Context: an optimization exercise on an open-source flow, tuned for small area and a short achievable clock period. The choices shown serve that exercise and are no tape-out recipe. Only simulation tests tie the RTL to the original design; equivalence was not proved. Power is estimated from default activity; no workload was simulated.

==> flow/design.v (outline; a module is shown in full before it is edited, if it fits) <==
// module BF_stgX: 87 lines
// module tw_rom6R: 71 lines
// module tw_rom6I: 71 lines
// module tw_rom6: 4 lines
// module tw_rom4R: 71 lines
// module tw_rom4I: 71 lines
// module tw_rom4: 4 lines
// module tw_mul: 2663 lines
// module ftrans_II: 36 lines
// module ftrans1: 18 lines
// module fft: 66 lines
module fft
(
	input iclk,
	input rst_n,
	input                    ien,
	input [6-1:0] iaddr,
	input [18-1:0]  iReal,
	input [18-1:0]  iImag,
	output                    oen,
	output [6-1:0] oaddr,
	output [18-1:0]  oReal,
	output [18-1:0]  oImag
);
  // ...
==> flow/flow/run.sh <==
#!/bin/bash
# The standard layout (standard.sh) with two changes to how it is made:
# - the port buffers are plain buffers (buf_4) instead of the cell that
#   buffer_ports picks by default;
# - timing repair aims for 7.4 ns of setup slack at the design's 11 ns clock,
#   so that it works on paths the standard margin leaves alone.
set -euo pipefail
export BUFFER_PORTS_ARGS="-buffer_cell sky130_fd_sc_hd__buf_4"
export SETUP_SLACK_MARGIN=7.4
bash standard.sh > standard.log 2>&1
==> flow/standard.sh <==
#!/bin/bash
# synth_recipe.tcl (not shown) runs the flow's synth.tcl, then flattens the netlist and writes it again
# the make line also repeats each setting of config.mk as NAME=value (left out here)
make -C /OpenROAD-flow-scripts/flow DESIGN_CONFIG=/design/flow/config.mk WORK_HOME=/design/flow/orfs CLKGATE_MAP_FILE= SYNTH_SCRIPT=/design/flow/synth_recipe.tcl "${@:-finish}"
==> flow/config.mk <==
export PLATFORM = sky130hd
export DESIGN_NAME = fft
export DESIGN_NICKNAME = fft
export VERILOG_FILES = /design/flow/design.v
export SDC_FILE = /design/flow/constraint.sdc
export NUM_CORES = 4
export LEC_CHECK = 0
export CAP_MARGIN = 20
export CORE_MARGIN = 2
export CORE_UTILIZATION = 40
export SLEW_MARGIN = 20
==> flow/constraint.sdc <==
create_clock -name core_clock -period 11.0 [get_ports {iclk}]
set_input_delay 2.2000 -clock core_clock [delete_from_list [all_inputs] [get_ports {iclk}]]
set_output_delay 2.2000 -clock core_clock [all_outputs]
set_load 0.01 [all_outputs]
==> metrics.md, run 1 <==
| Metric | Value |
|---|---|
| Status | `complete, no violations` |
| Gr busiest metal | `met2` |
| CP Data Arrival Time | `roughly 4.6 ns` |
| Top reg by flops | `bf6.dl` |
| Slowest CP cell | `fa_1` |
| Max rail drop VDD | `roughly 0.2 mV` |
| Num sequential | `3,350` |
| RSZ-0062 raised after global routing | `yes` |
| Most frequent cells in the layout | `dfxtp_1 (3,206), inv_1 (1,378), xnor2_1 (1,137)` |
| Number of buffers created by CTS | `328` |
| Pleak | `approximately 0.075 uW` |
| Core area | `0.381 mm^2` |
| Hold depth | `0` |
| Comb group | `24,100 uW` |
| Crit-path leading delay family | `adder cells` |
| Final Max Slew Viols | `0` |
| Reg2reg start | `tw4.mul.qI_15_0$_DFF_P_` |
| I/O pin total | `approximately 90` |
| GRT Total Usage | `roughly a fifth` |
| Clock Sinks | `3,350` |
| DIE AREA | `between 0.3 and 0.4 mm^2` |
| Multi-input gate area | `0.0782 mm^2` |
| Post-place setup slack | `6.40 ns` |
| Final-layout fill cell count | `35,700` |
| Post-detail-place hpwl | `294,000 um` |
| Layout cell share with drive strength beyond 1 | `10.4%` |
| Combinational family with the most area after synthesis | `adder cells` |
| Min Hold Slack | `0.263 ns` |
| IO buf count | `87` |
| Final Hold Fails | `0` |
==> module tw_rom6, before the edit <==
module tw_rom6 (input [5:0] j, output [107:0] dig);
tw_rom6R r (.j(j), .dig(dig[107:54]));
tw_rom6I i (.j(j), .dig(dig[53:0]));
endmodule
==> module tw_rom4, before the edit <==
module tw_rom4 (input [5:0] j, output [107:0] dig);
tw_rom4R r (.j(j), .dig(dig[107:54]));
tw_rom4I i (.j(j), .dig(dig[53:0]));
endmodule
==> module ftrans_II, before the edit <==
module ftrans_II
#( parameter STG = 6 )
(
	input iclk,
	input rst_n,
	input             ien,
	input  [5:0]      iaddr,
	input  [35:0]     idata,
	output reg        oen,
	output reg [3:0]  oaddr,
	output     [35:0] odata
);
wire [107:0] dig_w;
generate
	if (STG == 6) begin : g6
		tw_rom6 rom (.j(iaddr), .dig(dig_w));
	end else begin : g4
		tw_rom4 rom (.j(iaddr), .dig(dig_w));
	end
endgenerate
reg [107:0] dig;
always @(posedge iclk) dig <= dig_w;
tw_mul mul (
	.iclk(iclk),
	.xr(idata[35:18]), .xi(idata[17:0]),
	.dig(dig),
	.odata(odata));
reg        en_q;
reg [3:0]  addr_q;
always @(posedge iclk) begin
	addr_q <= iaddr[3:0];
	en_q   <= rst_n & ien;
	oaddr  <= addr_q;
	oen    <= rst_n & en_q;
end
endmodule
==> module fft, before the edit <==
module fft
(
	input iclk,
	input rst_n,
	input                    ien,
	input [6-1:0] iaddr,
	input [18-1:0]  iReal,
	input [18-1:0]  iImag,
	output                    oen,
	output [6-1:0] oaddr,
	output [18-1:0]  oReal,
	output [18-1:0]  oImag
);
reg        v0;
reg [5:0]  a0;
reg [35:0] x0;
always @(posedge iclk) begin
	v0 <= ien & rst_n;
	a0 <= iaddr;
	x0 <= {iReal, iImag};
end
wire v6, v5, v4, v3, v2, v1;
wire [5:0] a6, a5, a5n;
wire [3:0] a4, a3, a3n;
wire [1:0] a2;
wire [5:0] a1;
wire [35:0] x6, x5, x4, x3, x2, x1;
BF_stgX #(.S(6), .ROT(0), .SWP(1), .QK(1), .CW(6)) bf6 (
	.iclk(iclk), .rst_n(rst_n), .ien(v0), .iaddr(a0), .idata(x0),
	.oen(v6), .oaddr(a6), .oaddr_nxt(), .odata(x6));
BF_stgX #(.S(5), .ROT(1), .SWP(0), .QK(1), .CW(6)) bf5 (
	.iclk(iclk), .rst_n(rst_n), .ien(v6), .iaddr(a6), .idata(x6),
	.oen(v5), .oaddr(a5), .oaddr_nxt(a5n), .odata(x5));
wire        vt6;
wire [3:0]  at6;
wire [35:0] xt6;
ftrans_II #(.STG(6)) tw6 (
	.iclk(iclk), .rst_n(rst_n), .ien(v5), .iaddr(a5), .idata(x5),
	.oen(vt6), .oaddr(at6), .odata(xt6));
BF_stgX #(.S(4), .ROT(0), .SWP(1), .QK(1), .CW(4)) bf4 (
	.iclk(iclk), .rst_n(rst_n), .ien(vt6), .iaddr({2'b00, at6}), .idata(xt6),
	.oen(v4), .oaddr(a4), .oaddr_nxt(), .odata(x4));
BF_stgX #(.S(3), .ROT(1), .SWP(0), .QK(1), .CW(4)) bf3 (
	.iclk(iclk), .rst_n(rst_n), .ien(v4), .iaddr({2'b00, a4}), .idata(x4),
	.oen(v3), .oaddr(a3), .oaddr_nxt(a3n), .odata(x3));
wire        vt4;
wire [3:0]  at4;
wire [35:0] xt4;
ftrans_II #(.STG(4)) tw4 (
	.iclk(iclk), .rst_n(rst_n), .ien(v3), .iaddr({2'b00, a3}), .idata(x3),
	.oen(vt4), .oaddr(at4), .odata(xt4));
BF_stgX #(.S(2), .ROT(0), .SWP(1), .QK(0), .CW(2)) bf2 (
	.iclk(iclk), .rst_n(rst_n), .ien(vt4), .iaddr({2'b00, at4}), .idata(xt4),
	.oen(v2), .oaddr(a2), .oaddr_nxt(), .odata(x2));
BF_stgX #(.S(1), .ROT(1), .SWP(0), .QK(0), .CW(6)) bf1 (
	.iclk(iclk), .rst_n(rst_n), .ien(v2), .iaddr({4'b0000, a2}), .idata(x2),
	.oen(v1), .oaddr(a1), .oaddr_nxt(), .odata(x1));
ftrans1 ft1 (
	.ien(v1),
	.iaddr(a1),
	.idata(x1),
	.oen(oen),
	.oaddr(oaddr),
	.odata({oReal, oImag})
);
endmodule
==> run 2, diff against run 1 <==
--- a/flow/design.v
+++ b/flow/design.v
@@ -81,17 +81,17 @@
 		oaddr <= {CW{1'b1}};
 	end else begin
 		oen   <= ovld;
 		oaddr <= oaddr_nxt;
 	end
 	odata <= swp ? {ores[17:0], ores[35:18]} : ores;
 end
 endmodule
-module tw_rom6R (input [5:0] j, output reg [53:0] dig);
+module tw_rom6 (input [5:0] j, output reg [53:0] dig);
 always @(*) begin
 	case (j)
 		6'd0: dig = 54'h08000000000000;
 		6'd1: dig = 54'h08000000000000;
 		6'd2: dig = 54'h08000000000000;
 		6'd3: dig = 54'h08000000000000;
 		6'd4: dig = 54'h08000000000000;
 		6'd5: dig = 54'h08000000000000;
@@ -100,301 +100,151 @@
 		6'd8: dig = 54'h08000000000000;
 		6'd9: dig = 54'h08000000000000;
 		6'd10: dig = 54'h08000000000000;
 		6'd11: dig = 54'h08000000000000;
 		6'd12: dig = 54'h08000000000000;
 		6'd13: dig = 54'h08000000000000;
 		6'd14: dig = 54'h08000000000000;
 		6'd15: dig = 54'h08000000000000;
-		6'd16: dig = 54'h0816826834214e;
-		6'd17: dig = 54'h08b4e070582030;
-		6'd18: dig = 54'h0d24d571c4622e;
-		6'd19: dig = 54'h0da48041b49009;
-		6'd20: dig = 54'h0e231189a49aad;
-		6'd21: dig = 54'h02c10aa9169c0d;
-		6'd22: dig = 54'h01a10a0902d048;
-		6'd23: dig = 54'h00000001000000;
-		6'd24: dig = 54'h0523023102d04d;
-		6'd25: dig = 54'h06430381169c0e;
-		6'd26: dig = 54'h2aa150b1a49aae;
-		6'd27: dig = 54'h29368169b49008;
-		6'd28: dig = 54'h29b69c49c46231;
-		6'd29: dig = 54'h2826a148582155;
-		6'd30: dig = 54'h28048b40342141;
-		6'd31: dig = 54'h08000000000000;
-		6'd32: dig = 54'h0802d0680b10b0;
-		6'd33: dig = 54'h0816826834214e;
-		6'd34: dig = 54'h08a4818826e240;
-		6'd35: dig = 54'h08b4e070582030;
-		6'd36: dig = 54'h08c15040431b69;
-		6'd37: dig = 54'h0d24d571c4622e;
-		6'd38: dig = 54'h0d050c69b8e595;
-		6'd39: dig = 54'h0da48041b49009;
-		6'd40: dig = 54'h0dc72cb1a0a188;
-		6'd41: dig = 54'h0e231189a49aad;
-		6'd42: dig = 54'h0218db41182a09;
-		6'd43: dig = 54'h02c10aa9169c0d;
-		6'd44: dig = 54'h0137122914902e;
-		6'd45: dig = 54'h01a10a0902d048;
-		6'd46: dig = 54'h005882a9005a08;
-		6'd47: dig = 54'h08000000000000;
-		6'd48: dig = 54'h08a4818826e240;
-		6'd49: dig = 54'h0d24d571c4622e;
-		6'd50: dig = 54'h0dc72cb1a0a188;
-		6'd51: dig = 54'h02c10aa9169c0d;
-		6'd52: dig = 54'h005882a9005a08;
-		6'd53: dig = 54'h0523023102d04d;
-		6'd54: dig = 54'h060a9269182a08;
-		6'd55: dig = 54'h29368169b49008;
-		6'd56: dig = 54'h28431168431b68;
-		6'd57: dig = 54'h28048b40342141;
-		6'd58: dig = 54'h28009148195170;
-		6'd59: dig = 54'h2826a030c86070;
-		6'd60: dig = 54'h2917054d2aacb1;
-		6'd61: dig = 54'h2aa150ad36d389;
-		6'd62: dig = 54'h05a55a0d06d016;
-		6'd63: dig = 54'h08000000000000;
-		default: dig = 54'h0;
-	endcase
-end
-endmodule
-module tw_rom6I (input [5:0] j, output reg [53:0] dig);
-always @(*) begin
-	case (j)
-		6'd0: dig = 54'h3ffffffeffffff;
-		6'd1: dig = 54'h3ffffffeffffff;
-		6'd2: dig = 54'h3ffffffeffffff;
-		6'd3: dig = 54'h3ffffffeffffff;
-		6'd4: dig = 54'h3ffffffeffffff;
-		6'd5: dig = 54'h3ffffffeffffff;
-		6'd6: dig = 54'h3ffffffeffffff;
-		6'd7: dig = 54'h3ffffffeffffff;
-		6'd8: dig = 54'h3ffffffeffffff;
-		6'd9: dig = 54'h3ffffffeffffff;
-		6'd10: dig = 54'h3ffffffeffffff;
-		6'd11: dig = 54'h3ffffffeffffff;
-		6'd12: dig = 54'h3ffffffeffffff;
-		6'd13: dig = 54'h3ffffffeffffff;
-		6'd14: dig = 54'h3ffffffeffffff;
-		6'd15: dig = 54'h3ffffffeffffff;
-		6'd16: dig = 54'h3adcfdcefd2fb2;
-		6'd17: dig = 54'h39bcfc7ee963f1;
-		6'd18: dig = 54'h155eaf4e5b6551;
-		6'd19: dig = 54'h16c97e964b6ff7;
-		6'd20: dig = 54'h164963b63b9dce;
-		6'd21: dig = 54'h17d95eb7a7deaa;
-		6'd22: dig = 54'h17fb74bfcbdebe;
-		6'd23: dig = 54'h17ffffffffffff;
-		6'd24: dig = 54'h17fb74b75b9fb9;
-		6'd25: dig = 54'h17d95fcf379f8f;
-		6'd26: dig = 54'h1649634aabd5e9;
-		6'd27: dig = 54'h16c97ebad92fd2;
-		6'd28: dig = 54'h155eaf52c92c76;
-		6'd29: dig = 54'h39bcfc72fb2bd6;
-		6'd30: dig = 54'h3adcfdd2ff6e97;
-		6'd31: dig = 54'h3ffffffeffffff;
-		6'd32: dig = 54'h3f35747effa5f2;
-		6'd33: dig = 54'h3adcfdcefd2fb2;
-		6'd34: dig = 54'h3a5aa5feeb6fce;
-		6'd35: dig = 54'h39bcfc7ee963f1;
-		6'd36: dig = 54'h39f56d96e7d5f7;
-		6'd37: dig = 54'h155eaf4e5b6551;
-		6'd38: dig = 54'h16aa9a765f5e72;
-		6'd39: dig = 54'h16c97e964b6ff7;
-		6'd40: dig = 54'h16e8fabe471a69;
-		6'd41: dig = 54'h164963b63b9dce;
-		6'd42: dig = 54'h17bcee97bce497;
-		6'd43: dig = 54'h17d95eb7a7deaa;
-		6'd44: dig = 54'h17c97f4fd91dba;
-		6'd45: dig = 54'h17fb74bfcbdebe;
-		6'd46: dig = 54'h17ff6ebff4efaa;
-		6'd47: dig = 54'h3ffffffeffffff;
-		6'd48: dig = 54'h3a5aa5feeb6fce;
-		6'd49: dig = 54'h155eaf4e5b6551;
-		6'd50: dig = 54'h16e8fabe471a69;
-		6'd51: dig = 54'h17d95eb7a7deaa;
-		6'd52: dig = 54'h17ff6ebff4efaa;
-		6'd53: dig = 54'h17fb74b75b9fb9;
-		6'd54: dig = 54'h17bceebf3eadb2;
-		6'd55: dig = 54'h16c97ebad92fd2;
-		6'd56: dig = 54'h39f56dbaf79dd2;
-		6'd57: dig = 54'h3adcfdd2ff6e97;
-		6'd58: dig = 54'h3fa77a7affedd6;
-		6'd59: dig = 54'h3d3efe7afb2bf9;
-		6'd60: dig = 54'h3238d352dd1f56;
-		6'd61: dig = 54'h32db2a92abd5ea;
-		6'd62: dig = 54'h375b7e8f4b54be;
-		6'd63: dig = 54'h3ffffffeffffff;
+		6'd16: dig = 54'h08000000000000;
+		6'd17: dig = 54'h08168268a46046;
+		6'd18: dig = 54'h08b4e070c86070;
+		6'd19: dig = 54'h0d24d575542a16;
+		6'd20: dig = 54'h0da4804526d02d;
+		6'd21: dig = 54'h0e23118d36d389;
+		6'd22: dig = 54'h02c10aad04d429;
+		6'd23: dig = 54'h01a10a0d009168;
+		6'd24: dig = 54'h00000005000000;
+		6'd25: dig = 54'h05230235009169;
+		6'd26: dig = 54'h0643038504d406;
+		6'd27: dig = 54'h2aa150b536d396;
+		6'd28: dig = 54'h2936816d26d028;
+		6'd29: dig = 54'h29b69c4d542a15;
+		6'd30: dig = 54'h2826a148c86071;
+		6'd31: dig = 54'h28048b40a46045;
+		6'd32: dig = 54'h08000000000000;
+		6'd33: dig = 54'h0802d068195170;
+		6'd34: dig = 54'h08168268a46046;
+		6'd35: dig = 54'h08a48188b4ab40;
+		6'd36: dig = 54'h08b4e070c86070;
+		6'd37: dig = 54'h08c15040c1524d;
+		6'd38: dig = 54'h0d24d575542a16;
+		6'd39: dig = 54'h0d050c6d2aacb1;
+		6'd40: dig = 54'h0da4804526d02d;
+		6'd41: dig = 54'h0dc72cb522e0a8;
+		6'd42: dig = 54'h0e23118d36d389;
+		6'd43: dig = 54'h0218db4508622d;
+		6'd44: dig = 54'h02c10aad04d429;
+		6'd45: dig = 54'h0137122d06d016;
+		6'd46: dig = 54'h01a10a0d009168;
+		6'd47: dig = 54'h005882ad001228;
+		6'd48: dig = 54'h08000000000000;
+		6'd49: dig = 54'h08a48188b4ab40;
+		6'd50: dig = 54'h0d24d575542a16;
+		6'd51: dig = 54'h0dc72cb522e0a8;
+		6'd52: dig = 54'h02c10aad04d429;
+		6'd53: dig = 54'h005882ad001228;
+		6'd54: dig = 54'h05230235009169;
+		6'd55: dig = 54'h060a926d086228;
+		6'd56: dig = 54'h2936816d26d028;
+		6'd57: dig = 54'h28431168c15248;
+		6'd58: dig = 54'h28048b40a46045;
+		6'd59: dig = 54'h280091480b10b0;
+		6'd60: dig = 54'h2826a030582030;
+		6'd61: dig = 54'h29170549b8e595;
+		6'd62: dig = 54'h2aa150a9a49aad;
+		6'd63: dig = 54'h05a55a0914902e;
 		default: dig = 54'h0;
 	endcase
 end
 endmodule
-module tw_rom6 (input [5:0] j, output [107:0] dig);
-tw_rom6R r (.j(j), .dig(dig[107:54]));
-tw_rom6I i (.j(j), .dig(dig[53:0]));
-endmodule
-module tw_rom4R (input [5:0] j, output reg [53:0] dig);
+module tw_rom4 (input [5:0] j, output reg [53:0] dig);
 always @(*) begin
 	case (j)
 		6'd0: dig = 54'h08000000000000;
 		6'd1: dig = 54'h08000000000000;
 		6'd2: dig = 54'h08000000000000;
 		6'd3: dig = 54'h08000000000000;
-		6'd4: dig = 54'h0da48041b49009;
-		6'd5: dig = 54'h00000001000000;
-		6'd6: dig = 54'h29368169b49008;
-		6'd7: dig = 54'h08000000000000;
-		6'd8: dig = 54'h08b4e070582030;
-		6'd9: dig = 54'h0da48041b49009;
-		6'd10: dig = 54'h02c10aa9169c0d;
-		6'd11: dig = 54'h08000000000000;
-		6'd12: dig = 54'h02c10aa9169c0d;
-		6'd13: dig = 54'h29368169b49008;
-		6'd14: dig = 54'h2826a030c86070;
-		6'd15: dig = 54'h08000000000000;
+		6'd4: dig = 54'h08000000000000;
+		6'd5: dig = 54'h0da4804526d02d;
+		6'd6: dig = 54'h00000005000000;
+		6'd7: dig = 54'h2936816d26d028;
+		6'd8: dig = 54'h08000000000000;
+		6'd9: dig = 54'h08b4e070c86070;
+		6'd10: dig = 54'h0da4804526d02d;
+		6'd11: dig = 54'h02c10aad04d429;
+		6'd12: dig = 54'h08000000000000;
+		6'd13: dig = 54'h02c10aad04d429;
+		6'd14: dig = 54'h2936816d26d028;
+		6'd15: dig = 54'h2826a030582030;
 		6'd16: dig = 54'h08000000000000;
 		6'd17: dig = 54'h08000000000000;
 		6'd18: dig = 54'h08000000000000;
 		6'd19: dig = 54'h08000000000000;
-		6'd20: dig = 54'h0da48041b49009;
-		6'd21: dig = 54'h00000001000000;
-		6'd22: dig = 54'h29368169b49008;
-		6'd23: dig = 54'h08000000000000;
-		6'd24: dig = 54'h08b4e070582030;
-		6'd25: dig = 54'h0da48041b49009;
-		6'd26: dig = 54'h02c10aa9169c0d;
-		6'd27: dig = 54'h08000000000000;
-		6'd28: dig = 54'h02c10aa9169c0d;
-		6'd29: dig = 54'h29368169b49008;
-		6'd30: dig = 54'h2826a030c86070;
-		6'd31: dig = 54'h08000000000000;
+		6'd20: dig = 54'h08000000000000;
+		6'd21: dig = 54'h0da4804526d02d;
+		6'd22: dig = 54'h00000005000000;
+		6'd23: dig = 54'h2936816d26d028;
+		6'd24: dig = 54'h08000000000000;
+		6'd25: dig = 54'h08b4e070c86070;
+		6'd26: dig = 54'h0da4804526d02d;
+		6'd27: dig = 54'h02c10aad04d429;
+		6'd28: dig = 54'h08000000000000;
+		6'd29: dig = 54'h02c10aad04d429;
+		6'd30: dig = 54'h2936816d26d028;
+		6'd31: dig = 54'h2826a030582030;
 		6'd32: dig = 54'h08000000000000;
 		6'd33: dig = 54'h08000000000000;
 		6'd34: dig = 54'h08000000000000;
 		6'd35: dig = 54'h08000000000000;
-		6'd36: dig = 54'h0da48041b49009;
-		6'd37: dig = 54'h00000001000000;
-		6'd38: dig = 54'h29368169b49008;
-		6'd39: dig = 54'h08000000000000;
-		6'd40: dig = 54'h08b4e070582030;
-		6'd41: dig = 54'h0da48041b49009;
-		6'd42: dig = 54'h02c10aa9169c0d;
-		6'd43: dig = 54'h08000000000000;
-		6'd44: dig = 54'h02c10aa9169c0d;
-		6'd45: dig = 54'h29368169b49008;
-		6'd46: dig = 54'h2826a030c86070;
-		6'd47: dig = 54'h08000000000000;
+		6'd36: dig = 54'h08000000000000;
+		6'd37: dig = 54'h0da4804526d02d;
+		6'd38: dig = 54'h00000005000000;
+		6'd39: dig = 54'h2936816d26d028;
+		6'd40: dig = 54'h08000000000000;
+		6'd41: dig = 54'h08b4e070c86070;
+		6'd42: dig = 54'h0da4804526d02d;
+		6'd43: dig = 54'h02c10aad04d429;
+		6'd44: dig = 54'h08000000000000;
+		6'd45: dig = 54'h02c10aad04d429;
+		6'd46: dig = 54'h2936816d26d028;
+		6'd47: dig = 54'h2826a030582030;
 		6'd48: dig = 54'h08000000000000;
 		6'd49: dig = 54'h08000000000000;
 		6'd50: dig = 54'h08000000000000;
 		6'd51: dig = 54'h08000000000000;
-		6'd52: dig = 54'h0da48041b49009;
-		6'd53: dig = 54'h00000001000000;
-		6'd54: dig = 54'h29368169b49008;
-		6'd55: dig = 54'h08000000000000;
-		6'd56: dig = 54'h08b4e070582030;
-		6'd57: dig = 54'h0da48041b49009;
-		6'd58: dig = 54'h02c10aa9169c0d;
-		6'd59: dig = 54'h08000000000000;
-		6'd60: dig = 54'h02c10aa9169c0d;
-		6'd61: dig = 54'h29368169b49008;
-		6'd62: dig = 54'h2826a030c86070;
-		6'd63: dig = 54'h08000000000000;
+		6'd52: dig = 54'h08000000000000;
+		6'd53: dig = 54'h0da4804526d02d;
+		6'd54: dig = 54'h00000005000000;
+		6'd55: dig = 54'h2936816d26d028;
+		6'd56: dig = 54'h08000000000000;
+		6'd57: dig = 54'h08b4e070c86070;
+		6'd58: dig = 54'h0da4804526d02d;
+		6'd59: dig = 54'h02c10aad04d429;
+		6'd60: dig = 54'h08000000000000;
+		6'd61: dig = 54'h02c10aad04d429;
+		6'd62: dig = 54'h2936816d26d028;
+		6'd63: dig = 54'h2826a030582030;
 		default: dig = 54'h0;
 	endcase
 end
 endmodule
-module tw_rom4I (input [5:0] j, output reg [53:0] dig);
-always @(*) begin
-	case (j)
-		6'd0: dig = 54'h3ffffffeffffff;
-		6'd1: dig = 54'h3ffffffeffffff;
-		6'd2: dig = 54'h3ffffffeffffff;
-		6'd3: dig = 54'h3ffffffeffffff;
-		6'd4: dig = 54'h16c97e964b6ff7;
-		6'd5: dig = 54'h17ffffffffffff;
-		6'd6: dig = 54'h16c97ebad92fd2;
-		6'd7: dig = 54'h3ffffffeffffff;
-		6'd8: dig = 54'h39bcfc7ee963f1;
-		6'd9: dig = 54'h16c97e964b6ff7;
-		6'd10: dig = 54'h17d95eb7a7deaa;
-		6'd11: dig = 54'h3ffffffeffffff;
-		6'd12: dig = 54'h17d95eb7a7deaa;
-		6'd13: dig = 54'h16c97ebad92fd2;
-		6'd14: dig = 54'h3d3efe7afb2bf9;
-		6'd15: dig = 54'h3ffffffeffffff;
-		6'd16: dig = 54'h3ffffffeffffff;
-		6'd17: dig = 54'h3ffffffeffffff;
-		6'd18: dig = 54'h3ffffffeffffff;
-		6'd19: dig = 54'h3ffffffeffffff;
-		6'd20: dig = 54'h16c97e964b6ff7;
-		6'd21: dig = 54'h17ffffffffffff;
-		6'd22: dig = 54'h16c97ebad92fd2;
-		6'd23: dig = 54'h3ffffffeffffff;
-		6'd24: dig = 54'h39bcfc7ee963f1;
-		6'd25: dig = 54'h16c97e964b6ff7;
-		6'd26: dig = 54'h17d95eb7a7deaa;
-		6'd27: dig = 54'h3ffffffeffffff;
-		6'd28: dig = 54'h17d95eb7a7deaa;
-		6'd29: dig = 54'h16c97ebad92fd2;
-		6'd30: dig = 54'h3d3efe7afb2bf9;
-		6'd31: dig = 54'h3ffffffeffffff;
-		6'd32: dig = 54'h3ffffffeffffff;
-		6'd33: dig = 54'h3ffffffeffffff;
-		6'd34: dig = 54'h3ffffffeffffff;
-		6'd35: dig = 54'h3ffffffeffffff;
-		6'd36: dig = 54'h16c97e964b6ff7;
-		6'd37: dig = 54'h17ffffffffffff;
-		6'd38: dig = 54'h16c97ebad92fd2;
-		6'd39: dig = 54'h3ffffffeffffff;
-		6'd40: dig = 54'h39bcfc7ee963f1;
-		6'd41: dig = 54'h16c97e964b6ff7;
-		6'd42: dig = 54'h17d95eb7a7deaa;
-		6'd43: dig = 54'h3ffffffeffffff;
-		6'd44: dig = 54'h17d95eb7a7deaa;
-		6'd45: dig = 54'h16c97ebad92fd2;
-		6'd46: dig = 54'h3d3efe7afb2bf9;
-		6'd47: dig = 54'h3ffffffeffffff;
-		6'd48: dig = 54'h3ffffffeffffff;
-		6'd49: dig = 54'h3ffffffeffffff;
-		6'd50: dig = 54'h3ffffffeffffff;
-		6'd51: dig = 54'h3ffffffeffffff;
-		6'd52: dig = 54'h16c97e964b6ff7;
-		6'd53: dig = 54'h17ffffffffffff;
-		6'd54: dig = 54'h16c97ebad92fd2;
-		6'd55: dig = 54'h3ffffffeffffff;
-		6'd56: dig = 54'h39bcfc7ee963f1;
-		6'd57: dig = 54'h16c97e964b6ff7;
-		6'd58: dig = 54'h17d95eb7a7deaa;
-		6'd59: dig = 54'h3ffffffeffffff;
-		6'd60: dig = 54'h17d95eb7a7deaa;
-		6'd61: dig = 54'h16c97ebad92fd2;
-		6'd62: dig = 54'h3d3efe7afb2bf9;
-		6'd63: dig = 54'h3ffffffeffffff;
-		default: dig = 54'h0;
-	endcase
-end
-endmodule
-module tw_rom4 (input [5:0] j, output [107:0] dig);
-tw_rom4R r (.j(j), .dig(dig[107:54]));
-tw_rom4I i (.j(j), .dig(dig[53:0]));
-endmodule
 module tw_mul (
 	input iclk,
 	input [17:0] xr, input [17:0] xi,
-	input [107:0] dig,
+	input [53:0] dig,
 	output reg [35:0] odata);
 wire [8:0] oa, ta, na, ob, tb, nb, oc, tc, nc, od, td, nd;
 genvar g;
 generate for (g = 0; g < 9; g = g + 1) begin : dg
-	assign oa[g] = dig[81+3*g]; assign ta[g] = dig[82+3*g]; assign na[g] = dig[83+3*g];
-	assign ob[g] = dig[54+3*g]; assign tb[g] = dig[55+3*g]; assign nb[g] = dig[56+3*g];
-	assign oc[g] = ~dig[27+3*g]; assign tc[g] = ~dig[28+3*g]; assign nc[g] = ~dig[29+3*g];
-	assign od[g] = ~dig[3*g]; assign td[g] = ~dig[1+3*g]; assign nd[g] = ~dig[2+3*g];
+	assign oa[g] = dig[27+3*g]; assign ta[g] = dig[28+3*g]; assign na[g] = dig[29+3*g];
+	assign oc[g] = dig[3*g]; assign tc[g] = dig[1+3*g]; assign nc[g] = dig[2+3*g];
+	assign ob[g] = oc[g]; assign tb[g] = tc[g]; assign nb[g] = (oc[g] | tc[g]) & ~nc[g];
+	assign od[g] = oa[g]; assign td[g] = ta[g]; assign nd[g] = na[g];
 end endgenerate
 wire pR0_0_0 = (oa[0] & xr[0]) ^ na[0];
 wire pR0_0_1 = ((oa[0] & xr[1]) | (ta[0] & xr[0])) ^ na[0];
 wire pR0_0_2 = ((oa[0] & xr[2]) | (ta[0] & xr[1])) ^ na[0];
 wire pR0_0_3 = ((oa[0] & xr[3]) | (ta[0] & xr[2])) ^ na[0];
 wire pR0_0_4 = ((oa[0] & xr[4]) | (ta[0] & xr[3])) ^ na[0];
 wire pR0_0_5 = ((oa[0] & xr[5]) | (ta[0] & xr[4])) ^ na[0];
 wire pR0_0_6 = ((oa[0] & xr[6]) | (ta[0] & xr[5])) ^ na[0];
@@ -3044,30 +2894,33 @@
 `timescale 1ns/100ps
 module ftrans_II
 #( parameter STG = 6 )
 (
 	input iclk,
 	input rst_n,
 	input             ien,
 	input  [5:0]      iaddr,
+	input  [5:0]      iaddr_nxt,
 	input  [35:0]     idata,
 	output reg        oen,
 	output reg [3:0]  oaddr,
 	output     [35:0] odata
 );
-wire [107:0] dig_w;
+reg [5:0] tj;
+always @(posedge iclk) tj <= (rst_n ? iaddr_nxt : 6'h3f) + 1'b1;
+wire [53:0] dig_w;
 generate
 	if (STG == 6) begin : g6
-		tw_rom6 rom (.j(iaddr), .dig(dig_w));
+		tw_rom6 rom (.j(tj), .dig(dig_w));
 	end else begin : g4
-		tw_rom4 rom (.j(iaddr), .dig(dig_w));
+		tw_rom4 rom (.j(tj), .dig(dig_w));
 	end
 endgenerate
-reg [107:0] dig;
+reg [53:0] dig;
 always @(posedge iclk) dig <= dig_w;
 tw_mul mul (
 	.iclk(iclk),
 	.xr(idata[35:18]), .xi(idata[17:0]),
 	.dig(dig),
 	.odata(odata));
 reg        en_q;
 reg [3:0]  addr_q;
@@ -3130,29 +2983,29 @@
 	.oen(v6), .oaddr(a6), .oaddr_nxt(), .odata(x6));
 BF_stgX #(.S(5), .ROT(1), .SWP(0), .QK(1), .CW(6)) bf5 (
 	.iclk(iclk), .rst_n(rst_n), .ien(v6), .iaddr(a6), .idata(x6),
 	.oen(v5), .oaddr(a5), .oaddr_nxt(a5n), .odata(x5));
 wire        vt6;
 wire [3:0]  at6;
 wire [35:0] xt6;
 ftrans_II #(.STG(6)) tw6 (
-	.iclk(iclk), .rst_n(rst_n), .ien(v5), .iaddr(a5), .idata(x5),
+	.iclk(iclk), .rst_n(rst_n), .ien(v5), .iaddr(a5), .iaddr_nxt(a5n), .idata(x5),
 	.oen(vt6), .oaddr(at6), .odata(xt6));
 BF_stgX #(.S(4), .ROT(0), .SWP(1), .QK(1), .CW(4)) bf4 (
 	.iclk(iclk), .rst_n(rst_n), .ien(vt6), .iaddr({2'b00, at6}), .idata(xt6),
 	.oen(v4), .oaddr(a4), .oaddr_nxt(), .odata(x4));
 BF_stgX #(.S(3), .ROT(1), .SWP(0), .QK(1), .CW(4)) bf3 (
 	.iclk(iclk), .rst_n(rst_n), .ien(v4), .iaddr({2'b00, a4}), .idata(x4),
 	.oen(v3), .oaddr(a3), .oaddr_nxt(a3n), .odata(x3));
 wire        vt4;
 wire [3:0]  at4;
 wire [35:0] xt4;
 ftrans_II #(.STG(4)) tw4 (
-	.iclk(iclk), .rst_n(rst_n), .ien(v3), .iaddr({2'b00, a3}), .idata(x3),
+	.iclk(iclk), .rst_n(rst_n), .ien(v3), .iaddr({2'b00, a3}), .iaddr_nxt({2'b00, a3n}), .idata(x3),
 	.oen(vt4), .oaddr(at4), .odata(xt4));
 BF_stgX #(.S(2), .ROT(0), .SWP(1), .QK(0), .CW(2)) bf2 (
 	.iclk(iclk), .rst_n(rst_n), .ien(vt4), .iaddr({2'b00, at4}), .idata(xt4),
 	.oen(v2), .oaddr(a2), .oaddr_nxt(), .odata(x2));
 BF_stgX #(.S(1), .ROT(1), .SWP(0), .QK(0), .CW(6)) bf1 (
 	.iclk(iclk), .rst_n(rst_n), .ien(v2), .iaddr({4'b0000, a2}), .idata(x2),
 	.oen(v1), .oaddr(a1), .oaddr_nxt(), .odata(x1));
 ftrans1 ft1 (
==> flow/config.mk (replaced) <==
export PLATFORM = sky130hd
export DESIGN_NAME = fft
export DESIGN_NICKNAME = fft
export VERILOG_FILES = /design/flow/design.v
export SDC_FILE = /design/flow/constraint.sdc
export NUM_CORES = 4
export LEC_CHECK = 0
export CAP_MARGIN = 20
export CORE_MARGIN = 2
export CORE_UTILIZATION = 60
export CTS_CLUSTER_DIAMETER = 40
export CTS_CLUSTER_SIZE = 32
export SLEW_MARGIN = 20
==> metrics.md, run 2 <==
| Metric | Value |
|---|---|
| PwrDens | `about 330 mW/mm^2` |
| CP Class | `reg -> reg` |
| Routed via count | `106,000` |
| Crit path launch type | `register` |
| R2R depth | `16` |
| Top cells by count, synth | `dfxtp_1 (3,271), inv_1 (1,407), nand2_1 (1,178), fa_1 (1,140), xnor2_1 (941)` |
| Placed Cells | `approximately 17,000` |
| CTS tree | `built` |
| H-Tree Depth | `5` |
| Synth async-reset ratio | `0%` |
| Synth top area share | `43.0%` |
| Fmax | `between 200 and 300 MHz` |
| Yosys reg bits | `~3,300` |
| Number of buffers created by CTS | `382 (+16%)` |
| Clock buffer depth | `4` |
| Post-DR vias/cell | `5.84` |
| Syn nets | `16,500` |
| WL final | `440,000 um` |
| Max rail drop VDD | `0.254 mV (+30%)` |
| Worst-path clk slew | `0.07 ns` |
| Final cycle utilization of the critical path | `34.2%` |
| Skew final | `0.138 ns` |
| Top reg by flops | `bf6.dl` |
| CP Data Arrival Time | `4.66 ns (+0.09 ns)` |
| DIE WIDTH | `508 um` |
| Clock Sinks | `3,287 (-1.9%)` |
| Post-DR wirelength/cell | `24.3 um` |
| Hold Path Class | `reg -> reg` |
| Synthesized cell area | `0.152 mm^2` |
| Min Hold Slack | `0.245 ns (-0.0188 ns)` |
| Hold depth | `0 (unchanged)` |
| Final antenna-violating net count | `0` |
| Max Fanout on Critical Path | `3` |
| Final Hold Fails | `0 (unchanged)` |
| Final WS setup | `7.24 ns` |
| Hold Crit Start | `bf6.dl[185]$_DFF_P_` |
| Final setup violation count | `0` |
| IO buf count | `87 (unchanged)` |
| Total power | `56,600 uW` |
| Grt ovf | `0` |
| Max reg flops | `1,152` |
| Hold endpoint | `bf6.dl[221]$_DFF_P_` |
| Slew @ Worst Pin | `1.19 ns` |
| Pleak | `0.0763 uW (+1.6%)` |
| CP Capture Type | `register` |
| Post-synth EDFFs | `16` |
| Initial antenna violation count | `12` |
| Drt pass-1 iters | `9` |
| Reg-to-reg slack, setup | `7.24 ns` |
| Die Ht | `508 um` |
| Most frequent cells in the layout | `dfxtp_1 (3,138), inv_1 (1,394), nand2_1 (1,161)` |
| Layout Nets | `about 16,000` |
| Ys flop type | `dfxtp_1` |
| Syn avg cell area | `between 10 and 15 um^2` |
| Reg2reg start | `tw4.mul.qI_9_0$_DFF_P_` |
| Min cycle time layout | `about 3.8 ns` |
| I/O pin total | `88 (unchanged)` |
| RePlAce Congestion | `just under 1` |
| Maxcap violations | `0` |
| Yosys Warn Count | `12` |
| Final-layout fill cell count | `18,800 (-47%)` |
| Layout cell share with drive strength beyond 1 | `11.5% (+1.1 points)` |
| Vias in the first global route | `~110k` |
| Largest net degree at the start of global routing | `84` |
| Unique masters post-synth | `between 100 and 150` |
| Worst r2r dst | `tw4.mul.odata[11]$_DFF_P_` |
| Clock Latency Late Sink | `around 1.0 ns` |
| Initial core utilization | `60.5%` |
| Initial DRC Count | `10,500` |
| Core area | `0.252 mm^2 (-34%)` |
| Area grow syn2layout | `13.4%` |
| GRT Total Usage | `33.6% (+13 points)` |
| Top cells by area, synth | `dfxtp_1 (43%), fa_1 (15%), ha_1 (5.8%)` |
| Worst EP required | `11.90 ns` |
| Largest regs | `bf6.dl x1152, bf5.dl x576, bf4.dl x288` |
| First-pass GRT wire length | `about 660,000 um` |
| Seq/Total Area, Yosys | `43.3%` |
| DIE AREA | `0.258 mm^2 (-33%)` |
| Post-detail-place hpwl | `288,000 um (-2.2%)` |
| Setup TNS | `0 ns` |
| RSZ-0062 raised after global routing | `yes` |
| Cell taking the most area after synthesis | `dfxtp_1` |
| Worst slew margin | `20.3%` |
| Most frequent cell after synthesis | `dfxtp_1` |
| Post-place setup slack | `6.09 ns (-0.307 ns)` |
| Final Max Slew Viols | `0 (unchanged)` |
| Remaining DRCs | `0` |
| Post-Syn Instances | `14,600` |
| Status | `complete, no violations` |
| # rows | `184` |
| Root Buffer | `clkbuf_16` |
| Fin cells | `18,100` |
| Commonest non-fill, non-tap cell in the layout | `dfxtp_1` |
run 2: cell count changes after synthesis, moves of 37 or more:
cell	previous run	this run
dfxtp_1	3334	3271
a22o_1	12	83
clkinv_1	42	5
o21ai_0	608	760
a22oi_1	335	557
and2_1	78	120
xnor2_1	1144	941
a211o_1	16	92
xor2_1	436	480
nand2b_1	75	122
o22ai_1	308	39
clkbuf_1	595	701
nand2_1	927	1178
nor2_1	736	475
run 2: final cells by class:
class | instances | area, um^2 | area share (%)
inverters | 1415 | 5330 | 3.08
clock inverters | 273 | 3460 | 2.00
diodes | 7 | 17.5 | 0.0101
flip-flops and latches | 3287 | 66200 | 38.3
clock buffers | 419 | 9990 | 5.79
multi-input cells | 8981 | 79100 | 45.8
well taps | 3348 | 4190 | 2.43
repair buffers | 392 | 4490 | 2.60
run 2: worst max-delay path: stages, from the launching register on:
cell and delay, ns:
dfxtp_2 0.32, fa_1 0.49, fa_1 0.61, ha_4 0.23
a211oi_2 0.20, o221ai_2 0.15, a211oi_4 0.27, a31oi_4 0.12
buf_12 0.16, a21oi_4 0.15, o31ai_4 0.07, buf_6 0.15
buf_4 0.14, a21oi_4 0.18, o21ai_2 0.09, a21oi_2 0.16
xnor2_1 0.13
run 2: report_power, final:
group | total (uW) | switching, uW | internal, uW
logic | 25700 | 15300 | 10500
registers | 17800 | 1840 | 15900
clock network | 13100 | 5590 | 7480
total | 56600 | 22700 | 33900
run 2: stage by stage:
stage	cell area (um^2)	util [%]
after floorplan	152000	-
final	173000	68.6
after CTS	171000	67.9
after detailed placement	155000	61.6
after global routing	173000	68.6
after global placement	155000	61.6
run 2: worst max-delay path by stage:
| stage | startpoint | end | slack [ns] | cells after the start |
|---|---|---|---|---|
| final | tw4.mul.qI_9_0$_DFF_P_ | tw4.mul.odata[11]$_DFF_P_ | 7.24 | 16 |
| after floorplan | tw6.dig[2]$_DFF_P_ | tw6.mul.qI_18_3$_DFF_P_ | 7.38 | 11 |
| after CTS | tw4.mul.qI_9_2$_DFF_P_ | tw4.mul.odata[17]$_DFF_P_ | 7.24 | 15 |
| after detailed placement | tw4.mul.qI_7_0$_DFF_P_ | tw4.mul.odata[17]$_DFF_P_ | 6.09 | 15 |
| after global placement | rst_n | tw6.tj[3]$_DFF_P_ | 5.78 | 6 |
| after global routing | tw4.mul.qI_7_0$_DFF_P_ | tw4.mul.odata[11]$_DFF_P_ | 7.14 | 18 |
run 2: metal layers:
metal / vias to the layer above / track usage [%] / part of all wire [%] / wire length [um]
met5: - / 0 / 0.027 / 120
met4: 10 / 20.0 / 7.0 / 30700
met3: 1652 / 7.55 / 9.2 / 40600
met2: 5301 / 54.7 / 46 / 203000
met1: 51300 / 40.9 / 38 / 166000
li1: 47600 / - / - / -
run 2: kinds of logic (layout without fill, tap and decap cells):
logic type / count (synthesis) / in the layout / synth area share, %
AOI/OAI and AO/OA: 2899 / 2899 / 12.3
xor gates and xnor gates: 1421 / 1421 / 8.17
adders and majority gates: 1852 / 1852 / 20.8
buffers and inverters: 2350 / 2499 / 5.83
DFF: 3287 / 3287 / 43.3
muxes: 293 / 293 / 2.09
other: 0 / 7 / 0
and+or+nand+nor: 2513 / 2516 / 7.45
run 2: what timing repair did:
action / CTS / global route
buffers inserted: 57 / 52
pin swaps: 90 / 68
hold buffers: 0 / 0
setup endpoints to repair: 369 / 212
gates cloned: 5 / 12
resized for setup: 409 / 311
==> run 3, diff against run 2 <==
--- a/flow/config.mk
+++ b/flow/config.mk
@@ -8,6 +8,6 @@
 export CAP_MARGIN = 20
 export CORE_MARGIN = 2
 export CORE_UTILIZATION = 60
-export CTS_CLUSTER_DIAMETER = 40
-export CTS_CLUSTER_SIZE = 32
+export CTS_CLUSTER_DIAMETER = 60
+export CTS_CLUSTER_SIZE = 26
 export SLEW_MARGIN = 20
==> metrics.md, run 3 <==
| Metric | Value |
|---|---|
| Post-synth EDFFs | `16 (unchanged)` |
| Clock Sinks | `3,287 (unchanged)` |
| Skew final | `0.0939 ns (-0.0439 ns)` |
| CP Capture Type | `register` |
| Most frequent cell after synthesis | `dfxtp_1` |
| Multi-input gate area | `0.0789 mm^2 (-0.17%)` |
| Syn avg cell area | `10.4 um^2 (unchanged)` |
| DIE WIDTH | `508 um (unchanged)` |
| Syn nets | `16,500 (unchanged)` |
| Most frequent cells in the layout | `dfxtp_1 (3,169), inv_1 (1,398), nand2_1 (1,160)` |
| Layout cell share with drive strength beyond 1 | `8.88% (-2.6 points)` |
| Post-Route Utilization | `65.9% (-2.7 points)` |
| Final antenna-violating net count | `0 (unchanged)` |
| WL final | `433,000 um (-1.5%)` |
| Unique masters post-synth | `103 (unchanged)` |
| H-Tree Depth | `4 (-1)` |
| Yosys reg bits | `3,287 (unchanged)` |
| Maxcap violations | `0 (unchanged)` |
| Core area | `0.252 mm^2 (unchanged)` |
| Largest net degree at the start of global routing | `84 (unchanged)` |
| Seq. cell area | `0.0662 mm^2 (about the same)` |
| Root Buffer | `clkbuf_16` |
| RSZ-0062 raised after global routing | `yes` |
| DIE AREA | `0.258 mm^2 (unchanged)` |
| Final Hold Fails | `0 (unchanged)` |
| Top cells by count, synth | `dfxtp_1 (3,271), inv_1 (1,407), nand2_1 (1,178), fa_1 (1,140), xnor2_1 (941)` |
| Top reg by flops | `bf6.dl` |
| Die Ht | `508 um (unchanged)` |
| Pleak | `0.0730 uW (-4.3%)` |
| Post-Syn Instances | `14,600 (unchanged)` |
| Final-layout fill cell count | `19,600 (+4.3%)` |
| First-pass GRT wire length | `650,000 um (-1.7%)` |
| Synth top area share | `43.0% (unchanged)` |
| Final WS setup | `7.26 ns (+0.0169 ns)` |
| Routed via count | `104,000 (-1.4%)` |
| Cell taking the most area after synthesis | `dfxtp_1` |
| Status | `complete, no violations` |
| Synthesized cell area | `0.152 mm^2 (unchanged)` |
| CTS tree | `built` |
| Max reg flops | `1,152 (unchanged)` |
| # rows | `184 (unchanged)` |
| Layout Nets | `16,200 (-1.2%)` |
| Area grow syn2layout | `8.94%` |
| Top cells by area, synth | `dfxtp_1 (43%), fa_1 (15%), ha_1 (5.8%)` |
| Post-place setup slack | `6.09 ns (unchanged)` |
| PwrDens | `308 mW/mm^2 (-5.9%)` |
| Placed Area | `0.155 mm^2 (unchanged)` |
| Max rail drop VDD | `0.271 mV (+7.0%)` |
| Worst slew margin | `25.7% (+5.4 points)` |
| Final setup violation count | `0 (unchanged)` |
| CP Class | `reg -> reg` |
| Fmax | `267 MHz (+0.45%)` |
| Min cycle time layout | `3.74 ns (-0.0169 ns)` |
| Slew @ Worst Pin | `1.10 ns (-0.0882 ns)` |
| Worst-path clk slew | `0.09 ns (+0.02 ns)` |
| Post-DR vias/cell | `5.88 (+0.72%)` |
| Crit path launch type | `register` |
| Clock buffer depth | `3 (-1)` |
| RePlAce Congestion | `0.966 (unchanged)` |
| Max Fanout on Critical Path | `5 (+2)` |
| R2R depth | `17 (+1)` |
| IO buf count | `87 (unchanged)` |
| Hold depth | `0 (unchanged)` |
| Seq/Total Area, Yosys | `43.3% (unchanged)` |
| Post-DR wirelength/cell | `24.4 um (+0.54%)` |
| Clock Latency Late Sink | `0.93 ns (-0.11 ns)` |
| Hold Path Class | `reg -> reg` |
| I/O pin total | `88 (unchanged)` |
| Synth async-reset ratio | `0% (unchanged)` |
| Final Max Slew Viols | `0 (unchanged)` |
| Initial antenna violation count | `14 (+2)` |
| Remaining DRCs | `0 (unchanged)` |
| Final cycle utilization of the critical path | `34.0% (-0.15 points)` |
| Initial DRC Count | `10,400 (-0.83%)` |
| Drt pass-1 iters | `7 (-2)` |
| Setup TNS | `0 ns (unchanged)` |
| Post-detail-place hpwl | `288,000 um (unchanged)` |
| Initial core utilization | `60.5% (unchanged)` |
| Largest regs | `bf6.dl x1152, bf5.dl x576, bf4.dl x288` |
| GRT Total Usage | `33.1% (-0.53 points)` |
| Grt ovf | `0 (unchanged)` |
| Ys flop type | `dfxtp_1` |
| CP Data Arrival Time | `4.53 ns (-0.13 ns)` |
| Yosys Warn Count | `12 (unchanged)` |
| Vias in the first global route | `106,000 (-2.4%)` |
| Commonest non-fill, non-tap cell in the layout | `dfxtp_1` |
| Worst EP required | `11.79 ns (-0.11 ns)` |
| Post-layout instance area | `0.166 mm^2 (-3.9%)` |
| Number of buffers created by CTS | `196 (-49%)` |
==> run 3: cell counts after synthesis <==
Identical to the previous run, type by type.
==> run 3: repair_timing <==
| action | in CTS | in global routing |
|---|---|---|
| pin swaps | 75 | 41 |
| hold buffers | 0 | 0 |
| resized for setup | 363 | 284 |
| cloned | 5 | 13 |
| buffers inserted | 56 | 49 |
| setup endpoints to repair | 345 | 180 |
==> run 3: final timing paths <==
| check | to | slack (ns) | start |
|---|---|---|---|
| setup reg to reg | tw6.mul.odata[16]$_DFF_P_ | 7.26 | tw6.mul.qI_6_2$_DFF_P_ |
| setup / recovery | tw6.mul.odata[16]$_DFF_P_ | 7.26 | tw6.mul.qI_6_2$_DFF_P_ |
| hold / removal | bf5.dl[499]$_DFF_P_ | 0.28 | bf5.dl[463]$_DFF_P_ |
| hold reg to reg | bf5.dl[499]$_DFF_P_ | 0.28 | bf5.dl[463]$_DFF_P_ |
==> run 3: layer usage <==
metal / routed length [um] / part of all wire [%] / track usage (%)
met1: 165000 / 38 / 40.9
met2: 200000 / 46 / 54.1
met3: 38400 / 8.9 / 6.39
met4: 29800 / 6.9 / 19.1
met5: 20 / 0.0046 / 0
==> run 3: layout make-up <==
class | count | area share [%]
multi-input cells | 8981 | 47.6
clock buffers | 207 | 3.03
clock inverters | 114 | 1.12
diodes | 9 | 0.0136
repair buffers | 389 | 2.68
inverters | 1415 | 3.21
flip-flops and latches | 3287 | 39.9
well taps | 3348 | 2.52
==> run 3: worst max-delay path: stages (launching register included) <==
cell,delay (ns)
dfxtp_2,0.33
fa_1,0.53
inv_1,0.05
fa_1,0.49
inv_2,0.05
ha_4,0.28
nand4_1,0.11
a21oi_2,0.21
o211ai_1,0.11
buf_4,0.18
a21oi_4,0.21
o2111ai_4,0.15
a41oi_4,0.20
buf_12,0.16
a221oi_4,0.06
o21bai_1,0.20
buf_4,0.15
xor2_1,0.15
==> run 3: kinds of logic after synthesis <==
logic type / Yosys count / share of synthesized area [%]
buf+inv: 2350 / 5.83
fa+ha+maj: 1852 / 20.8
xor+xnor: 1421 / 8.17
mux: 293 / 2.09
flops: 3287 / 43.3
simple gates: 2513 / 7.45
compound gates: 2899 / 12.3
==> run 3: per-stage QoR <==
step / hold WS (ns) / power, uW / std cells
2_1_floorplan: 0.310 / 33900 / 14600
3_3_place_gp: 0.310 / 40700 / 17300
3_5_place_dp: 0.312 / 41300 / 17300
4_1_cts: 0.277 / 50500 / 17700
5_1_grt: 0.295 / 54500 / 17700
6_report: 0.285 / 51200 / 17800
==> run 3: where the power goes <==
| part | internal, uW | switching, uW | leakage, uW |
|---|---|---|---|
| logic | 10200 | 15000 | 0.0421 |
| clock network | 3790 | 4400 | 0.00329 |
| registers | 15900 | 1820 | 0.0276 |

[what the ideal ports hide]
No port has a modelled driver above. Below, the same layouts with a new extraction and two added sets of constraints. Step 1, drivers: a clkbuf_16 drives iclk and a buf_2 each remaining input, both assumed. Step 2, shift: input delay + t, output delay - t, t = (earliest + latest rising clock arrival at the registers) / 2. This alone moves slack from input paths to output paths. a / b / c = no drivers / after step 1 / after step 2; a / b = the first two.
| run | t, ns | setup WS [ns] | cell pins on the clock port's net |
|---|---|---|---|
| run 1 | 1.024 | 7.247 / 7.247 / 7.015 | 1 |
| run 2 | 1.083 | 7.243 / 7.243 / 6.539 | 1 |
| run 3 | 0.984 | 7.260 / 7.260 / 6.499 | 1 |
After both steps setup and hold are still met in every run listed. For run 3, which loses most, drivers alone change the setup slack by 0.000 ns; drivers and shift together by -0.761 ns.
